Source: an optimization exercise on an open RTL-to-GDS flow (aim: small area and a short achievable clock period). Production flows keep margins and buffers that such runs may drop. RTL that was checked went through simulation tests only; none was proved equivalent to the original. Only the layout flow was run in run 2; the RTL was not checked for function there.

## flow/design.v (module list and top-level ports; edited modules follow where they fit)
// module Filter_IIR: 3776 lines
// module iir_fa: 6 lines
// module iir_ha: 6 lines
module Filter_IIR(Output, Input, clk, reset);
  // ...
==> flow/flow/run.sh <==
#!/bin/bash
export BUFFER_PORTS_ARGS="-buffer_cell sky130_fd_sc_hd__buf_2"
bash standard.sh > standard.log 2>&1
==> flow/standard.sh <==
#!/bin/bash
# synth_recipe.tcl (not shown) runs the flow's synth.tcl, then flattens the netlist and writes it again
# the make line also repeats each setting of config.mk as NAME=value (left out here)
make -C /OpenROAD-flow-scripts/flow DESIGN_CONFIG=/design/flow/config.mk WORK_HOME=/design/flow/orfs CLKGATE_MAP_FILE= SYNTH_SCRIPT=/design/flow/synth_recipe.tcl "${@:-finish}"
==> flow/config.mk <==
export PLATFORM = sky130hd
export DESIGN_NAME = Filter_IIR
export DESIGN_NICKNAME = Filter_IIR
export VERILOG_FILES = /design/flow/design.v
export SDC_FILE = /design/flow/constraint.sdc
export NUM_CORES = 4
export LEC_CHECK = 0
export CAP_MARGIN = 20
export CORE_MARGIN = 2
export CORE_UTILIZATION = 40
export SLEW_MARGIN = 20
export SYNTH_HIERARCHICAL = 1
export SYNTH_MINIMUM_KEEP_SIZE = 0
==> flow/constraint.sdc <==
create_clock -name core_clock -period 40.0 [get_ports {clk}]
set_input_delay 8.0000 -clock core_clock [delete_from_list [all_inputs] [get_ports {clk}]]
set_output_delay 8.0000 -clock core_clock [all_outputs]
set_load 0.01 [all_outputs]
==> results.tsv, run 1 <==
metric	value	unit
status	no timing/DRC/antenna violations	
min_period_over_period	0.6931	
met1_length	27.74	mm
clockBufferCount	17	
busiest_layer	met2	
dp_slack	12200	ps
numCtsBuffers	17	
floorplan.initialDensity	0.4049	
cpPeakStageDelay	640	ps
final_core_utilization	0.4327	
yosys.area.top_type	fa_1	
max_freq	36.07	MHz
drive_above_1_share	0.04844	
synthCells	2477	
synthToLayoutAreaGrowth	6.867	%
gp_congestion	0.9030	
seq_share	0.1254	
area.sequential	4054	sq um
critical_path_class	in -> out	
cts_tree	built	
ys.warnings.count	7	
grt_max_degree	68	
endpoint	Output[24]	
multi_input_area_share	0.7298	
cp_top_family	compound AO/OA/AOI/OAI gates	
core	74700	sq um
nMultiInputCombCells	1641	
grt_setup_unrepaired	false	
route.detailed.drc	0	
synth_cell_types	57	
drtIter0Drc	720	
fp-row-count	100	
largest_reg_flops	24	
synthXorXnorAreaFrac	0.03413	
highest_layer	met4	
critPathCaptureType	primary output	
==> run 2: changes to the inputs <==
--- a/flow/design.v
+++ b/flow/design.v
@@ -3611,161 +3611,86 @@
   wire n3599 = n1154 | n3378;
   wire n3600 = n1157 ^ n3379;
   wire n3601 = n1157 | n3379;
   wire n3602 = n1160 ^ n3380;
   wire n3603 = n1160 | n3380;
   wire n3604 = n1163 ^ n3559;
   wire n3605 = ~n1163 & n3559;
   wire n3606 = n1166 ^ n3561;
-  wire n3607 = n1118 & ~n3360;
-  wire n3608 = ~n1118 & ~n3564;
-  wire n3609 = n3565 & ~n3566;
-  wire n3610 = n3567 & ~n3568;
-  wire n3611 = n3569 & ~n3570;
-  wire n3612 = n3571 & ~n3572;
-  wire n3613 = n3573 & ~n3574;
-  wire n3614 = n3575 & ~n3576;
-  wire n3615 = n3577 & ~n3578;
-  wire n3616 = n3579 & ~n3580;
-  wire n3617 = n3581 & ~n3582;
-  wire n3618 = n3583 & ~n3584;
-  wire n3619 = n3585 & n3586;
-  wire n3620 = ~n3587 & n3588;
-  wire n3621 = ~n3589 & ~n3590;
-  wire n3622 = n3591 & n3592;
-  wire n3623 = ~n3593 & n3594;
-  wire n3624 = ~n3595 & n3596;
-  wire n3625 = ~n3597 & n3598;
-  wire n3626 = ~n3599 & n3600;
-  wire n3627 = ~n3601 & n3602;
-  wire n3628 = ~n3603 & ~n3604;
-  wire n3629 = n3605 & ~n3606;
-  wire n3630 = n1118 ^ n3360;
-  wire n3631 = n1118 ^ n3564;
-  wire n3632 = n3565 ^ n3566;
-  wire n3633 = n3567 ^ n3568;
-  wire n3634 = n3569 ^ n3570;
-  wire n3635 = n3571 ^ n3572;
-  wire n3636 = n3573 ^ n3574;
-  wire n3637 = n3575 ^ n3576;
-  wire n3638 = n3577 ^ n3578;
-  wire n3639 = n3579 ^ n3580;
-  wire n3640 = n3581 ^ n3582;
-  wire n3641 = n3583 ^ n3584;
-  wire n3642 = n3585 ^ n3586;
-  wire n3643 = n3587 ^ n3588;
-  wire n3644 = n3589 ^ n3590;
-  wire n3645 = n3591 ^ n3592;
-  wire n3646 = n3593 ^ n3594;
-  wire n3647 = n3595 ^ n3596;
-  wire n3648 = n3597 ^ n3598;
-  wire n3649 = n3599 ^ n3600;
-  wire n3650 = n3601 ^ n3602;
-  wire n3651 = n3603 ^ n3604;
-  wire n3652 = n3605 ^ n3606;
-  wire n3653 = n3608 | (n3631 & n3607);
-  wire n3654 = n3610 | (~n3633 & n3609);
-  wire n3655 = ~n3633 & ~n3632;
-  wire n3656 = n3612 | (~n3635 & n3611);
-  wire n3657 = ~n3635 & ~n3634;
-  wire n3658 = n3614 | (~n3637 & n3613);
-  wire n3659 = ~n3637 & ~n3636;
-  wire n3660 = n3616 | (~n3639 & n3615);
-  wire n3661 = ~n3639 & ~n3638;
-  wire n3662 = n3618 | (~n3641 & n3617);
-  wire n3663 = ~n3641 & ~n3640;
-  wire n3664 = n3620 | (~n3643 & n3619);
-  wire n3665 = ~n3643 & n3642;
-  wire n3666 = n3622 | (n3645 & n3621);
-  wire n3667 = n3645 & n3644;
-  wire n3668 = n3624 | (~n3647 & n3623);
-  wire n3669 = ~n3647 & ~n3646;
-  wire n3670 = n3626 | (~n3649 & n3625);
-  wire n3671 = ~n3649 & ~n3648;
-  wire n3672 = n3628 | (n3651 & n3627);
-  wire n3673 = n3651 & ~n3650;
-  wire n3674 = n3609 | (~n3632 & n3653);
-  wire n3675 = n3654 | (n3655 & n3653);
-  wire n3676 = n3613 | (~n3636 & n3656);
-  wire n3677 = ~n3636 & n3657;
-  wire n3678 = n3658 | (n3659 & n3656);
-  wire n3679 = n3659 & n3657;
-  wire n3680 = n3617 | (~n3640 & n3660);
-  wire n3681 = ~n3640 & n3661;
-  wire n3682 = n3662 | (n3663 & n3660);
-  wire n3683 = n3663 & n3661;
-  wire n3684 = n3621 | (n3644 & n3664);
-  wire n3685 = n3644 & n3665;
-  wire n3686 = n3666 | (n3667 & n3664);
-  wire n3687 = n3667 & n3665;
-  wire n3688 = n3625 | (~n3648 & n3668);
-  wire n3689 = ~n3648 & n3669;
-  wire n3690 = n3670 | (n3671 & n3668);
-  wire n3691 = n3671 & n3669;
-  wire n3692 = n3629 | (~n3652 & n3672);
-  wire n3693 = ~n3652 & n3673;
-  wire n3694 = n3611 | (~n3634 & n3675);
-  wire n3695 = n3656 | (n3657 & n3675);
-  wire n3696 = n3676 | (n3677 & n3675);
-  wire n3697 = n3678 | (n3679 & n3675);
-  wire n3698 = n3619 | (n3642 & n3682);
-  wire n3699 = n3642 & n3683;
-  wire n3700 = n3664 | (n3665 & n3682);
-  wire n3701 = n3665 & n3683;
-  wire n3702 = n3684 | (n3685 & n3682);
-  wire n3703 = n3685 & n3683;
-  wire n3704 = n3686 | (n3687 & n3682);
-  wire n3705 = n3687 & n3683;
-  wire n3706 = n3627 | (~n3650 & n3690);
-  wire n3707 = ~n3650 & n3691;
-  wire n3708 = n3672 | (n3673 & n3690);
-  wire n3709 = n3673 & n3691;
-  wire n3710 = n3692 | (n3693 & n3690);
-  wire n3711 = n3693 & n3691;
-  wire n3712 = n3615 | (~n3638 & n3697);
-  wire n3713 = n3660 | (n3661 & n3697);
-  wire n3714 = n3680 | (n3681 & n3697);
-  wire n3715 = n3682 | (n3683 & n3697);
-  wire n3716 = n3698 | (n3699 & n3697);
-  wire n3717 = n3700 | (n3701 & n3697);
-  wire n3718 = n3702 | (n3703 & n3697);
-  wire n3719 = n3704 | (n3705 & n3697);
-  wire n3720 = n3623 | (~n3646 & n3719);
-  wire n3721 = n3668 | (n3669 & n3719);
-  wire n3722 = n3688 | (n3689 & n3719);
-  wire n3723 = n3690 | (n3691 & n3719);
-  wire n3724 = n3706 | (n3707 & n3719);
-  wire n3725 = n3708 | (n3709 & n3719);
-  wire n3726 = n3710 | (n3711 & n3719);
-  wire n3727 = n3631 ^ n3607;
-  wire n3728 = n3632 ^ n3653;
-  wire n3729 = n3633 ^ n3674;
-  wire n3730 = n3634 ^ n3675;
-  wire n3731 = n3635 ^ n3694;
-  wire n3732 = n3636 ^ n3695;
-  wire n3733 = n3637 ^ n3696;
-  wire n3734 = n3638 ^ n3697;
-  wire n3735 = n3639 ^ n3712;
-  wire n3736 = n3640 ^ n3713;
-  wire n3737 = n3641 ^ n3714;
-  wire n3738 = n3642 ^ n3715;
-  wire n3739 = n3643 ^ n3716;
-  wire n3740 = n3644 ^ n3717;
-  wire n3741 = n3645 ^ n3718;
-  wire n3742 = n3646 ^ n3719;
-  wire n3743 = n3647 ^ n3720;
-  wire n3744 = n3648 ^ n3721;
-  wire n3745 = n3649 ^ n3722;
-  wire n3746 = n3650 ^ n3723;
-  wire n3747 = n3651 ^ n3724;
-  wire n3748 = n3652 ^ n3725;
+  wire n3607 = n1118 ^ n3360;
+  wire n3608 = n1118 & ~n3360;
+  wire n3609 = ~n3608;
+  wire n3610, n3611;
+  iir_fa un3610 (.a(n1118), .b(n3564), .c(n3609), .s(n3610), .co(n3611));
+  wire n3612 = ~n3565;
+  wire n3613, n3614;
+  iir_fa un3613 (.a(n3612), .b(n3566), .c(n3611), .s(n3613), .co(n3614));
+  wire n3615 = ~n3567;
+  wire n3616, n3617;
+  iir_fa un3616 (.a(n3615), .b(n3568), .c(n3614), .s(n3616), .co(n3617));
+  wire n3618 = ~n3569;
+  wire n3619, n3620;
+  iir_fa un3619 (.a(n3618), .b(n3570), .c(n3617), .s(n3619), .co(n3620));
+  wire n3621 = ~n3571;
+  wire n3622, n3623;
+  iir_fa un3622 (.a(n3621), .b(n3572), .c(n3620), .s(n3622), .co(n3623));
+  wire n3624 = ~n3573;
+  wire n3625, n3626;
+  iir_fa un3625 (.a(n3624), .b(n3574), .c(n3623), .s(n3625), .co(n3626));
+  wire n3627 = ~n3575;
+  wire n3628, n3629;
+  iir_fa un3628 (.a(n3627), .b(n3576), .c(n3626), .s(n3628), .co(n3629));
+  wire n3630 = ~n3577;
+  wire n3631, n3632;
+  iir_fa un3631 (.a(n3630), .b(n3578), .c(n3629), .s(n3631), .co(n3632));
+  wire n3633 = ~n3579;
+  wire n3634, n3635;
+  iir_fa un3634 (.a(n3633), .b(n3580), .c(n3632), .s(n3634), .co(n3635));
+  wire n3636 = ~n3581;
+  wire n3637, n3638;
+  iir_fa un3637 (.a(n3636), .b(n3582), .c(n3635), .s(n3637), .co(n3638));
+  wire n3639 = ~n3583;
+  wire n3640, n3641;
+  iir_fa un3640 (.a(n3639), .b(n3584), .c(n3638), .s(n3640), .co(n3641));
+  wire n3642 = ~n3641;
+  wire n3643, n3644;
+  iir_fa un3643 (.a(n3585), .b(n3586), .c(n3642), .s(n3643), .co(n3644));
+  wire n3645 = ~n3587;
+  wire n3646, n3647;
+  iir_fa un3646 (.a(n3645), .b(n3588), .c(n3644), .s(n3646), .co(n3647));
+  wire n3648 = ~n3647;
+  wire n3649, n3650;
+  iir_fa un3649 (.a(n3589), .b(n3590), .c(n3648), .s(n3649), .co(n3650));
+  wire n3651 = ~n3650;
+  wire n3652, n3653;
+  iir_fa un3652 (.a(n3591), .b(n3592), .c(n3651), .s(n3652), .co(n3653));
+  wire n3654 = ~n3593;
+  wire n3655, n3656;
+  iir_fa un3655 (.a(n3654), .b(n3594), .c(n3653), .s(n3655), .co(n3656));
+  wire n3657 = ~n3595;
+  wire n3658, n3659;
+  iir_fa un3658 (.a(n3657), .b(n3596), .c(n3656), .s(n3658), .co(n3659));
+  wire n3660 = ~n3597;
+  wire n3661, n3662;
+  iir_fa un3661 (.a(n3660), .b(n3598), .c(n3659), .s(n3661), .co(n3662));
+  wire n3663 = ~n3599;
+  wire n3664, n3665;
+  iir_fa un3664 (.a(n3663), .b(n3600), .c(n3662), .s(n3664), .co(n3665));
+  wire n3666 = ~n3601;
+  wire n3667, n3668;
+  iir_fa un3667 (.a(n3666), .b(n3602), .c(n3665), .s(n3667), .co(n3668));
+  wire n3669 = ~n3668;
+  wire n3670, n3671;
+  iir_fa un3670 (.a(n3603), .b(n3604), .c(n3669), .s(n3670), .co(n3671));
+  wire n3672 = n3605 ^ n3606;
+  wire n3673 = n3672 ^ n3671;
   wire [22:0] s1_w = {n1914, ~n1911, ~n1908, ~n1905, ~n1902, ~n1899, ~n1896, ~n1893, ~n1890, ~n1887, ~n1884, ~n1881, ~n1878, ~n1875, ~n1872, ~n1869, ~n1866, ~n1863, ~n1860, ~n1857, ~n1854, ~n1851, ~n1848};
   wire [22:0] s2_w = {n3021, ~n3018, ~n3015, ~n3012, ~n3010, n3007, n3004, n3002, n3000, n2998, n2996, n2993, n2990, n2987, n2984, n2981, n2978, n2975, n2972, n2969, n2966, n2963, n2960};
-  wire [22:0] s3_w = {~n3748, n3747, ~n3746, ~n3745, ~n3744, ~n3743, ~n3742, n3741, n3740, ~n3739, n3738, ~n3737, ~n3736, ~n3735, ~n3734, ~n3733, ~n3732, ~n3731, ~n3730, ~n3729, ~n3728, n3727, ~n3630};
+  wire [22:0] s3_w = {n3673, ~n3670, n3667, n3664, n3661, n3658, n3655, n3652, ~n3649, n3646, n3643, ~n3640, ~n3637, ~n3634, ~n3631, ~n3628, ~n3625, ~n3622, ~n3619, ~n3616, ~n3613, ~n3610, ~n3607};
   wire [23:0] y = {n3563, n3561, n3559, ~n3380, ~n3379, ~n3378, ~n3377, ~n3376, ~n3375, n3374, ~n3373, ~n3372, n3371, n3370, n3369, n3368, n3367, n3366, n3365, n3364, n3363, n3362, n3361, ~n3360};
   assign Output = {{8{y[23]}}, y};
   wire [23:0] s1_nd = {n2429, ~n2428, ~n2425, ~n2422, n2419, n2416, n2413, n2410, n2407, n2405, n2403, n2401, n2399, n2397, n2395, n2393, n2391, n2389, n2387, n2385, n2383, n2381, n2379, n2377};
   wire [23:0] s1_nc = {~n2583, ~n2580, ~n2577, n2574, n2571, n2569, n2567, n2565, n2563, n2561, n2559, n2557, n2555, n2553, n2551, n2549, n2547, n2545, n2543, n2541, n2539, n2537, n2535, n2532};
   always @(posedge clk or negedge reset)
     if (~reset) begin s1_d1 <= 23'd0; s1_c <= 24'd0; s1_dd <= 0; end
     else begin s1_d1 <= s1_w; s1_c <= s1_nc; s1_dd <= s1_nd; end
   always @(posedge clk or negedge reset)
==> flow/config.mk (replaced) <==
export PLATFORM = sky130hd
export DESIGN_NAME = Filter_IIR
export DESIGN_NICKNAME = Filter_IIR
export VERILOG_FILES = /design/flow/design.v
export SDC_FILE = /design/flow/constraint.sdc
export NUM_CORES = 4
export LEC_CHECK = 0
export CAP_MARGIN = 20
export CORE_MARGIN = 2
export CORE_UTILIZATION = 40
export CTS_BUF_LIST = sky130_fd_sc_hd__clkbuf_8
export CTS_CLUSTER_SIZE = 30
export SLEW_MARGIN = 20
export SYNTH_HIERARCHICAL = 1
export SYNTH_MINIMUM_KEEP_SIZE = 0
==> run 2 against run 1 <==
Compared with the run above: still clean on timing, DRC and antenna; via count decreased by 1.4%; register-to-register slack got worse by 2400 ps; non-clock buffer count increased by 4; critical path depth increased by 2; wire length decreased by 2.1%; flip-flop and latch count unchanged; worst hold slack improved by 14 ps; global-route usage decreased by 0.086 points; maximum frequency decreased by 2.1%; clock skew increased by 17 ps; largest cell class unchanged; highest routed layer is now met5.
==> results.tsv, run 2 <==
metric	value	unit	change
grt_pass1_wl	106.7	mm	was 107.7 mm
start_kind	input port		unchanged
holdBufCountCts	0		unchanged
cp_top_family	adder cells		was compound AO/OA/AOI/OAI gates
fp.dieW	279.0	um	about the same
met1_length	28.02	mm	was 27.74 mm
htree_levels	4		unchanged
yosys.area.top_type	fa_1		unchanged
final_cell_mix	fa_1 (807), inv_1 (692), ha_1 (333)		was fa_1 (791), inv_1 (650), ha_1 (353)
clockRootBuffer	clkbuf_8		was clkbuf_16
drtIter0Drc	821		was 720
wl_met2	31.03	mm	was 32.62 mm
gp_congestion	0.8771		was 0.9030
dr_wl_met3	2.457	mm	was 1.984 mm
critical_path.slowest_cell	fa_1		was a2111oi_0
grt_setup_unrepaired	false		unchanged
wl_per_cell	17.74	um	was 18.09 um
placed_cell_area	31720	sq um	was 31690 sq um
critPathCaptureType	primary output		unchanged
ctsResizeCount	0		unchanged
wl	62.49	mm	was 63.83 mm
clock_skew	30.88	ps	was 14.22 ps
period_needed	28320	ps	was 27720 ps
clockBufferDepth	2		unchanged
largest_register	s1_c		unchanged
synth-edff-count	0		unchanged
synth_cell_types	60		was 57
fp-row-count	100		unchanged
floorplan.initialDensity	0.4050		was 0.4049
r2r-start	s2_d1[0]		unchanged
hold_ws	402.3	ps	was 388.6 ps
syn-cell-area	30250	sq um	about the same
hpwl	57.40	mm	was 57.88 mm
first_global_vias	19560		was 20390
cp_max_fo	9		unchanged
antenna_found_initial	2		was 0
path_common_cell	fa_1		unchanged
synthToLayoutAreaGrowth	6.175	%	was 6.867%
io-pin-count	66		unchanged
placement.io_buffers	65		unchanged
nFillCells	6816		was 6829
min_period_over_period	0.7081		was 0.6931
crit_required	32000	ps	about the same
route.detailed.drc	0		unchanged
async_flop_share	1.000		unchanged
die_area	77840	sq um	about the same
r2r-end	s3_d1[22]		unchanged
vias_per_cell	4.787		was 4.848
avgSynthCellArea	12.27	sq um	was 12.21 sq um
synthCells	2466		was 2477
arrival	20320	ps	was 19720 ps
cts.clk_slew.worst_paths	80	ps	was 70 ps
yosysMostFrequentCell	fa_1		unchanged
dr.pass1.iters	5		was 6
worst_slack	11680	ps	was 12280 ps
ys.flop_type	dfrtp_1		unchanged
syn-num-nets	3640		was 3655
min_to	s3_d2[1]		unchanged
overflow	0		unchanged
num_vias	16860		was 17110
critical_path_class	in -> out		unchanged
grt_max_degree	59		was 68
relSlewSlack	0.3558		was 0.3094
synth_top_cells_by_area	fa_1 (53%), ha_1 (14%), dfrtp_1 (13%)		was fa_1 (52%), ha_1 (15%), dfrtp_1 (13%)
hold_viol	0		unchanged
synth_top_area_frac	0.5340		was 0.5235
status	no timing/DRC/antenna violations		unchanged
min_path_cells	0		unchanged
synth_seq_cells	162		unchanged
reg2reg_slack	17920	ps	was 20280 ps
tns	0	ps	unchanged
max_freq	35.31	MHz	was 36.07 MHz
finalSetupViolations	0		unchanged
tightest_slew	959.3	ps	was 1029 ps
numCtsBuffers	17		unchanged
cts_tree	built		unchanged
cap_violations	0		unchanged
cts.sinks	162		unchanged
grt.total_usage	0.1802		was 0.1810
slew_viol_final	0		unchanged
reg2regPathDepth	69		was 56
cp_num_buf_inv	7		was 6
seq_area_frac_synth	0.1340		about the same
stdcell_area	32120	sq um	was 32320 sq um
final_core_utilization	0.4300		was 0.4327
cts_setup_buffers	0		unchanged
layout_commonest_cell	fa_1		unchanged
finalNetCount	3713		was 3725
dp_slack	11620	ps	was 12200 ps
core	74700	sq um	unchanged
drive_above_1_share	0.05055		was 0.04844
synth_common_cells	fa_1 (807), inv_1 (692), ha_1 (333)		was fa_1 (791), inv_1 (650), ha_1 (353)
min-delay-start	s3_d1[1]		unchanged
largest_reg_flops	24		unchanged
highest_layer	met5		was met4
hold_class	reg -> reg		unchanged
clk-insertion-delay-late	590	ps	was 500 ps
drtAntennaViolNets	0		unchanged
die-height	279.0	um	about the same
cpPeakStageDelay	600	ps	was 640 ps
ys.warnings.count	7		unchanged
==> run 2: cell types whose count changed after synthesis, moves of 8 or more <==
cell / delta
inv_1: +42
nor2_1: -34
ha_1: -20
fa_1: +16
o21a_1: -13
a21oi_1: -9
nor2b_1: -8
==> run 2: layout make-up <==
| type | instances | area [sq um] | share of cell area |
|---|---|---|---|
| Clock inverter | 14 | 141.4 | 0.004402 |
| Multi-Input combinational cell | 1587 | 23430 | 0.7294 |
| Sequential cell | 162 | 4054 | 0.1262 |
| Timing Repair Buffer | 79 | 436.7 | 0.01360 |
| Inverter | 692 | 2597 | 0.08087 |
| Tap cell | 969 | 1212 | 0.03775 |
| Antenna cell | 1 | 2.502 | 0.00007791 |
| Clock buffer | 18 | 247.7 | 0.007713 |
==> run 2: cells by family (layout without fill, tap and decap cells) <==
kind of cell / count (synthesis) / count (layout) / share of synthesized area
AOI/OAI and AO/OA: 166 / 166 / 0.03718
xor gates and xnor gates: 111 / 111 / 0.03214
adders and majority gates: 1158 / 1158 / 0.6780
buffers and inverters: 717 / 803 / 0.09182
DFF: 162 / 162 / 0.1340
muxes: 5 / 5 / 0.001654
other: 0 / 1 / 0
and+or+nand+nor: 147 / 147 / 0.02519
==> run 2: Yosys stat by module, one instance, submodules excluded <==
| module | area (sq um) | flops+latches | cells |
|---|---|---|---|
| Filter_IIR | 13500 | 162 | 1608 |
| iir_fa | 20.02 | 0 | 1 |
| iir_ha | 12.51 | 0 | 1 |
==> run 2: metrics by stage <==
| step | std cells |
|---|---|
| 2_1_floorplan | 2466 |
| 3_3_place_gp | 3489 |
| 3_5_place_dp | 3489 |
| 4_1_cts | 3521 |
| 5_1_grt | 3522 |
| 6_report | 3522 |
==> run 2: how the worst max path moves through the flow <==
stage | start | end | depth (start not counted)
floorplan | Input[13] | Output[23] | 44
global placement | Input[15] | Output[23] | 45
detailed placement | Input[14] | Output[28] | 44
CTS | Input[14] | Output[28] | 44
global route | Input[12] | Output[24] | 44
finish | Input[14] | Output[28] | 44
==> run 2: per-layer routing <==
metal / track usage / vias up
met4: 0.04081 / 2
met5: 0 / -
met1: 0.2547 / 8956
met2: 0.2938 / 265
met3: 0.02862 / 43
li1: - / 7594

port drivers added, routing unchanged:
No port has a modelled driver above. Below, the same layouts with a new extraction and two added sets of constraints. Step 1 (the two cells are an assumption about what drives the block):
set clk [get_ports {clk}]
set_driving_cell -lib_cell sky130_fd_sc_hd__clkbuf_16 $clk
set_driving_cell -lib_cell sky130_fd_sc_hd__buf_2 [delete_from_list [all_inputs] $clk]
Step 2 adds t to the input delays and takes it off the output delays; t is the mean of the earliest and latest rising clock arrival at the registers after step 1. Input paths then give back, and output paths get back, about the clock's delay inside the block. Three values: ideal ports, drivers, drivers and shift; two values: the first two.
| run | shift t [ns] | setup WS [ns] | worst setup path at the end |
|---|---|---|---|
| run 1 | 0.555 | 12.277 / 12.248 / 12.248 | input to output |
| run 2 | 0.631 | 11.676 / 11.654 / 11.654 | input to output |
After both steps every run listed still meets setup and hold. The setup slack of run 1, which loses most, moves by -0.029 ns with the drivers and by -0.029 ns with both steps.
